What follows belongs to an exercise in optimizing a design on an open flow for small area; a production flow would make more cautious choices. The RTL was checked by simulation tests, not by an equivalence proof against the original design.

## ARM
module ARM(
    input CLK,
    input Reset,
    input [31:0] Instr,
    input [31:0] ReadData,
    output [31:0] PC,
    output [31:0] ALUResult,
    output [31:0] WriteData,
    output cpu_op,
    output cpu_valid,
    input cache_busy,
    input cache_ready
);
For scale: roughly 10000 cells after synthesis, roughly 1500 flip-flops, about 170 I/O pins, about 0.095 mm² of cells after synthesis.
clock: 20.0 ns
lec_check: 0
abc_area: 1
cap_margin: 20
core_margin: 2
core_utilization: 40
slew_margin: 20
run.sh (not shown) runs the stock make flow with config.mk's settings and CLKGATE_MAP_FILE= SYNTH_SCRIPT=/design/flow/synth_recipe.tcl, a recipe that flattens the netlist after the stock synthesis.
Next try:
--- a/flow/design.v
+++ b/flow/design.v
@@ -6102,17 +6102,17 @@
     wire MemWrite_E = MemW_E & CondEx;
     wire FPUWrite_E = FPUW_E & CondEx;
     wire Start_E1   = Start_E & CondEx;
     wire fA_M = (RA1_E == WA3_M) & RegWrite_M;
     wire fA_W = (RA1_E == WA3_W) & RegWrite_W;
     wire fB_M = (RA2_E == WA3_M) & RegWrite_M;
     wire fB_W = (RA2_E == WA3_W) & RegWrite_W;
     wire [32:0] pce_inc4 = rca({2'b00, PC_E[31:2]}, 32'd0, 1'b1);
-    wire [32:0] pce_inc8 = cla({3'b000, PC_E[31:3]}, 32'd0, 1'b1);    
+    wire [32:0] pce_inc8 = rca({3'b000, PC_E[31:3]}, 32'd0, 1'b1);
     wire [31:0] PC_E_Plus_4 = {pce_inc4[29:0], PC_E[1:0]};
     wire [31:0] PC_E_Plus_8 = {pce_inc8[28:0], PC_E[2:0]};
     wire [31:0] SrcA_E = fA_M ? ALUResult_M :
                          fA_W ? Result_W :
                          (PrPCSrc_E & PCSrc_E) ? PC_E_Plus_8 :
                          (Valid_E ? RD1_E : 32'd0);
     wire [1:0] Sh = IE[6:5];
     wire [4:0] Shamt = IE[11:7];
Synthesized cell count drops by 0.82%; non-clock buffer count falls by 20; core utilization stays flat; register-to-register slack gets worse by 1.4 ns; via count went down by 0.80%; critical path depth climbs by 33.

--- another note on this design; it stands on its own ---

==> flow/design.v (excerpt) <==
module ARM(
    input CLK,
    input Reset,
    input [31:0] Instr,
    input [31:0] ReadData,
    output [31:0] PC,
    output [31:0] ALUResult,
    output [31:0] WriteData,
    output cpu_op,
    output cpu_valid,
    input cache_busy,
    input cache_ready
);
    reg [31:0] PC_F;
    reg [31:0] Instr_D;
    reg [31:0] PC_D;
    reg        PrPCSrc_D;
    reg        Valid_E;         
    reg [31:0] Instr_E;
    reg [31:0] RD1_E, RD2_E;
    reg [31:0] PC_E;
    reg        PrPCSrc_E;
    reg        MCycleOp_E;
    reg        RegWrite_M, MemWrite_M, MemtoReg_M;
    reg [31:0] ALUResult_M, WriteData_M;
    reg [3:0]  WA3_M;
    reg        RegWrite_W;
    reg [31:0] Result_W;
    reg [3:0]  WA3_W;
    reg FlagZ, FlagC;
    reg [31:0] RegBank [0:14];
    reg [31:0] EntryTA [0:15];
    reg [15:0] EntryTAv;        
    reg [31:0] EntryPB;         
    reg [3:0]  WA3_MUL;
    reg [5:0]  cnt;
    reg        MOp;
    reg [31:0] MOp2;
    reg [63:0] imm;
    reg        d_Busy;
    function [32:0] rca;
        input [31:0] a, b;
        input ci;
        integer i;
        reg c;
        begin
            c = ci;
            for (i = 0; i < 32; i = i + 1) begin
                rca[i] = a[i] ^ b[i] ^ c;
                c = (a[i] & b[i]) | (c & (a[i] ^ b[i]));
            end
            rca[32] = c;
        end
    endfunction
    function [32:0] cla;
        input [31:0] a, b;
        input ci;
        integer i, j;
        reg [31:0] p, g;
        reg c;
  ...
For scale: roughly 10000 cells after synthesis, roughly 1500 flip-flops, roughly 170 I/O pins, roughly 0.095 sq mm of cells after synthesis.
make LEC_CHECK=0 ABC_AREA=1 CAP_MARGIN=20 CORE_MARGIN=2 CORE_UTILIZATION=40 CTS_CLUSTER_DIAMETER=60 CTS_CLUSTER_SIZE=24 SLEW_MARGIN=20 finish   # period 20.0 ns
run.sh (not shown) runs the stock make flow with config.mk's settings and CLKGATE_MAP_FILE= SYNTH_SCRIPT=/design/flow/synth_recipe.tcl, a recipe that flattens the netlist after the stock synthesis.
Edit:
CORE_UTILIZATION = 55   (was 40)
CTS_CLUSTER_SIZE = 20   (was 24)
The new run went through all stages and came out clean.
Non-clock buffer count went down by 27.
Count of clock-buffer cells in the layout is higher by 23.
Final area drops by 1.2%.
Clock skew rises by 0.036 ns.
Edit:
CORE_UTILIZATION = 40   (was 55)
Setup slack improved by 0.28 ns.
Core utilization is lower by 16 points.
Final cell count is higher by 6.8%.
Fmax is higher by 1.6%.
Final area is higher by 1.1%.
Flip-flop and latch count does not change.
Via count is lower by 1.4%.

-- re-timing with driven ports --
The results above use ideal ports. As a check the final layouts listed here were re-extracted and re-timed, cells and wires unchanged.
Step 1 (the two cells are an assumption about what drives the block):
set clk [get_ports {CLK}]
set_driving_cell -lib_cell sky130_fd_sc_hd__clkbuf_16 $clk
set_driving_cell -lib_cell sky130_fd_sc_hd__buf_2 [delete_from_list [all_inputs] $clk]
Step 2, shift: input delay + t, output delay - t, t = (earliest + latest rising clock arrival at the registers) / 2. This alone moves slack from input paths to output paths.
Slacks: no drivers / after step 1 / after step 2; pairs: no drivers / after step 1.
run	shift t [ns]	setup slack, ns	latest minus earliest clock arrival (ns)
the first run of note 1	0.904	2.901 / 2.901 / 2.901	0.074 / 0.075
the second run of note 1	0.931	1.458 / 1.458 / 1.458	0.117 / 0.117
the first run of note 2	0.889	2.928 / 2.928 / 2.928	0.064 / 0.063
the second run of note 2	0.867	2.614 / 2.614 / 2.614	0.095 / 0.095
the third run of note 2	0.898	2.892 / 2.892 / 2.892	0.081 / 0.082
After both steps every run listed still meets setup and hold.
